Source: an optimization exercise on an open RTL-to-GDS flow (aim: small area, a short achievable clock period and few clock cycles per item). Production flows keep margins and buffers that such runs may drop.
In this exercise RTL edits were held to simulation tests only and were not proved equivalent to the original.
No activity file was given, so power comes from the tool's default toggle rates.

== red ==
==> module huffman, before the edit <==
module huffman(clk, reset, gray_valid, gray_data, CNT_valid, CNT1, CNT2, CNT3, CNT4, CNT5, CNT6,
               code_valid, HC1, HC2, HC3, HC4, HC5, HC6, M1, M2, M3, M4, M5, M6);
input clk;
input reset;
input gray_valid;
input [7:0] gray_data;
output reg CNT_valid;
output [7:0] CNT1, CNT2, CNT3, CNT4, CNT5, CNT6;
output reg code_valid;
output [7:0] HC1, HC2, HC3, HC4, HC5, HC6;
output [7:0] M1, M2, M3, M4, M5, M6;
reg        pv;           
reg  [2:0] pd;
reg        run;          
reg  [3:0] tc;           
reg  [7:0] w [0:5];      
reg  [5:0] m [0:5];      
reg  [4:0] r [1:6];      
assign CNT1 = w[5]; assign CNT2 = w[0]; assign CNT3 = w[1];
assign CNT4 = w[2]; assign CNT5 = w[3]; assign CNT6 = w[4];
wire go      = run | CNT_valid;
wire step    = go & (~tc[3] | (tc[2:0] < 3'd5));    
wire combine = (tc > 4'd4) & tc[0] & (tc != 4'd13);
wire [4:0] uns;
assign uns[0] = tc < 4'd4;
assign uns[1] = tc < 4'd3;
assign uns[2] = tc < 4'd2;
assign uns[3] = tc < 4'd1;
assign uns[4] = 1'b0;
function lt8(input [7:0] a, input [7:0] b);   
  reg [7:0] l, g;
  reg [3:0] l1, g1;
  reg [1:0] l2, g2;
  integer j;
  begin
    l = ~a & b;
    g = a & ~b;
    for (j = 0; j < 4; j = j + 1) begin
      l1[j] = l[2*j+1] | ~g[2*j+1] & l[2*j];
      g1[j] = g[2*j+1] | ~l[2*j+1] & g[2*j];
    end
    for (j = 0; j < 2; j = j + 1) begin
      l2[j] = l1[2*j+1] | ~g1[2*j+1] & l1[2*j];
      g2[j] = g1[2*j+1] | ~l1[2*j+1] & g1[2*j];
    end
    lt8 = l2[1] | ~g2[1] & l2[0];
  end
endfunction
wire [5:1] lt;
genvar gi;
generate for (gi = 1; gi < 6; gi = gi + 1) begin : g_lt
  assign lt[gi] = lt8(w[gi], w[0]);
end endgenerate
wire [4:0] c = uns | lt;
wire [7:0] sum = w[0] + w[1];
reg  [7:0] wsel;
always @* begin
  case (pd)
    3'd1: wsel = w[5];
    3'd2: wsel = w[0];
    3'd3: wsel = w[1];
    3'd4: wsel = w[2];
    3'd5: wsel = w[3];
    default: wsel = w[4];
  endcase
end
wire [7:0] winc = wsel + 8'd1;
always @(posedge clk or posedge reset) begin
  if (reset) begin
    pv <= 1'b0; pd <= 3'd0; CNT_valid <= 1'b0; code_valid <= 1'b0;
    run <= 1'b0; tc <= 4'd0;
  end else begin
    pv <= gray_valid & ~run;
    pd <= gray_data[2:0];
    CNT_valid <= pv & ~gray_valid;
    if (CNT_valid) run <= 1'b1;
    if (step) tc <= tc + 4'd1;
    code_valid <= step & (tc == 4'd12);
  end
end
integer i;
always @(posedge clk) begin
  if (reset) begin
    for (i = 0; i < 6; i = i + 1) w[i] <= 8'd0;
  end else if (step) begin
    if (combine) begin
      w[0] <= sum;
      for (i = 1; i < 5; i = i + 1) w[i] <= w[i+1];
      w[5] <= 8'hff;
    end else begin
      for (i = 0; i < 5; i = i + 1)
        if (c[i]) w[i] <= w[i+1];
        else if (i == 0 || c[i-1]) w[i] <= w[0];
      if (c[4]) w[5] <= w[0];
    end
  end else if (pv) begin
    for (i = 0; i < 5; i = i + 1)
      if (pd == i + 2) w[i] <= winc;
    if (pd == 3'd1) w[5] <= winc;
  end
end
always @* m[5] = ~(m[0] | m[1] | m[2] | m[3] | m[4]);
always @(posedge clk or posedge reset) begin
  if (reset) begin
    m[0] <= 6'b000010; m[1] <= 6'b000100; m[2] <= 6'b001000;
    m[3] <= 6'b010000; m[4] <= 6'b100000;
  end else if (step) begin
    if (combine) begin
      m[0] <= m[0] | m[1];
      for (i = 1; i < 5; i = i + 1) m[i] <= m[i+1];
    end else begin
      for (i = 0; i < 5; i = i + 1)
        if (c[i]) m[i] <= m[i+1];
        else if (i == 0 || c[i-1]) m[i] <= m[0];
    end
  end
end
function [4:0] lead(input [4:0] v);    
  lead = {v[4], v[3] & ~v[4], v[2] & ~|v[4:3], v[1] & ~|v[4:2], v[0] & ~|v[4:1]};
endfunction
function [4:0] add_bit(input [4:0] v, input b);   
  reg [4:0] l;
  begin
    l = lead(v);
    add_bit = (v & ~l) | (l & {5{b}}) | {l[3:0], 1'b0};
  end
endfunction
genvar k;
generate for (k = 1; k <= 6; k = k + 1) begin : g_lvl
  wire a = m[0][k-1];
  wire b = m[1][k-1];
  always @(posedge clk or posedge reset) begin
    if (reset) r[k] <= 5'b00001;
    else if (step & combine & (a | b)) r[k] <= add_bit(r[k], a);
  end
end endgenerate
function [7:0] mask_of(input [4:0] v);
  mask_of = {3'b000, |v[4], |v[4:3], |v[4:2], |v[4:1], 1'b1};   
endfunction
function [7:0] code_of(input [4:0] v, input b);
  code_of = {3'b000, v & ({1'b0, |v[4], |v[4:3], |v[4:2], |v[4:1]} | {5{b}})};
endfunction
assign M1 = mask_of(r[1]); assign HC1 = code_of(r[1], m[0][0]);
assign M2 = mask_of(r[2]); assign HC2 = code_of(r[2], m[0][1]);
assign M3 = mask_of(r[3]); assign HC3 = code_of(r[3], m[0][2]);
assign M4 = mask_of(r[4]); assign HC4 = code_of(r[4], m[0][3]);
assign M5 = mask_of(r[5]); assign HC5 = code_of(r[5], m[0][4]);
assign M6 = mask_of(r[6]); assign HC6 = code_of(r[6], m[0][5]);
endmodule
clock: 4.0 ns
lec_check: 0
abc_area: 1
cap_margin: 20
core_margin: 2
core_utilization: 40
setup_slack_margin: 1.4
slew_margin: 20
run.sh (not shown) runs the stock make flow with config.mk's settings and CLKGATE_MAP_FILE= SYNTH_SCRIPT=/design/flow/synth_recipe.tcl, a recipe that flattens the netlist after the stock synthesis.
Testbench counts of red, summed over its fixed seeds: cycles 22,080, images 192.
Input-level comparison between orange and red:
-- flow/design.v --
<<< red, line 10
output [7:0] HC1, HC2, HC3, HC4, HC5, HC6;
output [7:0] M1, M2, M3, M4, M5, M6;
reg        pv;           
reg  [2:0] pd;
reg        run;          
reg  [3:0] tc;           
>>> orange, line 10
output [7:0] HC1, HC2, HC3, HC4, HC5, HC6;
output [7:0] M1, M2, M3, M4, M5, M6;
reg        gv1;          
reg        run;          
reg  [3:0] tc;           
<<< red, line 28
assign uns[3] = tc < 4'd1;
assign uns[4] = 1'b0;
function lt8(input [7:0] a, input [7:0] b);   
  reg [7:0] l, g;
  reg [3:0] l1, g1;
  reg [1:0] l2, g2;
  integer j;
  begin
    l = ~a & b;
    g = a & ~b;
    for (j = 0; j < 4; j = j + 1) begin
      l1[j] = l[2*j+1] | ~g[2*j+1] & l[2*j];
      g1[j] = g[2*j+1] | ~l[2*j+1] & g[2*j];
    end
    for (j = 0; j < 2; j = j + 1) begin
      l2[j] = l1[2*j+1] | ~g1[2*j+1] & l1[2*j];
      g2[j] = g1[2*j+1] | ~l1[2*j+1] & g1[2*j];
    end
    lt8 = l2[1] | ~g2[1] & l2[0];
  end
endfunction
wire [5:1] lt;
genvar gi;
generate for (gi = 1; gi < 6; gi = gi + 1) begin : g_lt
  assign lt[gi] = lt8(w[gi], w[0]);
end endgenerate
wire [4:0] c = uns | lt;
wire [7:0] sum = w[0] + w[1];
reg  [7:0] wsel;
always @* begin
  case (pd)
    3'd1: wsel = w[5];
    3'd2: wsel = w[0];
    3'd3: wsel = w[1];
    3'd4: wsel = w[2];
    3'd5: wsel = w[3];
    default: wsel = w[4];
  endcase
end
wire [7:0] winc = wsel + 8'd1;
always @(posedge clk or posedge reset) begin
  if (reset) begin
    pv <= 1'b0; pd <= 3'd0; CNT_valid <= 1'b0; code_valid <= 1'b0;
    run <= 1'b0; tc <= 4'd0;
  end else begin
    pv <= gray_valid & ~run;
    pd <= gray_data[2:0];
    CNT_valid <= pv & ~gray_valid;
    if (CNT_valid) run <= 1'b1;
    if (step) tc <= tc + 4'd1;
>>> orange, line 27
assign uns[3] = tc < 4'd1;
assign uns[4] = 1'b0;
wire [5:1] lt;
genvar gi;
generate for (gi = 1; gi < 6; gi = gi + 1) begin : g_lt
  assign lt[gi] = w[gi] < w[0];
end endgenerate
wire [4:0] c = uns | lt;
wire [7:0] sum = w[0] + w[1];
always @(posedge clk or posedge reset) begin
  if (reset) begin
    gv1 <= 1'b0; CNT_valid <= 1'b0; code_valid <= 1'b0;
    run <= 1'b0; tc <= 4'd0;
  end else begin
    gv1 <= gray_valid;
    CNT_valid <= gv1 & ~gray_valid;
    if (CNT_valid) run <= 1'b1;
    if (step) tc <= tc + 4'd1;
<<< red, line 94
      if (c[4]) w[5] <= w[0];
    end
  end else if (pv) begin
    for (i = 0; i < 5; i = i + 1)
      if (pd == i + 2) w[i] <= winc;
    if (pd == 3'd1) w[5] <= winc;
  end
end
>>> orange, line 61
      if (c[4]) w[5] <= w[0];
    end
  end else if (gray_valid & ~run) begin
    for (i = 0; i < 5; i = i + 1)
      if (gray_data[2:0] == i + 2) w[i] <= w[i] + 8'd1;
    if (gray_data[2:0] == 3'd1) w[5] <= w[5] + 8'd1;
  end
end
### Flow results
Per the final summary, orange finished and its layout is clean on timing, DRC and antenna.
Status: global-route wire length before repair parity (orange, red)
orange vs red, layout clock buffer count went down by 4.
| post-route fraction of the period consumed by the critical path | orange vs red | 0.60 points higher |
Final worst slack, orange and red: larger value in red
The lower pre-CTS setup slack of orange and red is in orange.
Between red and orange, clock group share of total power decreased.
The number of gates given a new drive strength after cts number comes out lower for red vs orange.
As far as critical path depth goes, red and orange are indistinguishable; the numbers are identical.
Cell area | orange vs red | orange larger
| utilization after layout | higher: orange |
Testbench counts of orange, summed over its fixed seeds: cycles 22,080, images 192.

[what the ideal ports hide]
The results above use ideal ports. As a check the final layouts listed here were re-extracted and re-timed, cells and wires unchanged.
Step 1 sets driving cells, clkbuf_16 on the clock port and buf_2 on the other inputs (assumed; they add their load-dependent delay and slew).
Step 2 adds t to the input delays and takes it off the output delays; t is the mean of the earliest and latest rising clock arrival at the registers after step 1. Input paths then give back, and output paths get back, about the clock's delay inside the block.
Slacks: ideal / step 1 / step 2; pairs: ideal / step 1.
| run | t, ns | setup slack, ns | slew at the worst register clock pin (ns) |
|---|---|---|---|
| red | 0.474 | 1.461 / 1.413 / 1.368 | 0.06 / 0.06 |
| orange | 0.469 | 1.437 / 1.389 / 1.109 | 0.06 / 0.06 |
After both steps every run listed still meets setup and hold. For orange, which loses most, drivers alone change the setup slack by -0.048 ns; drivers and shift together by -0.328 ns.
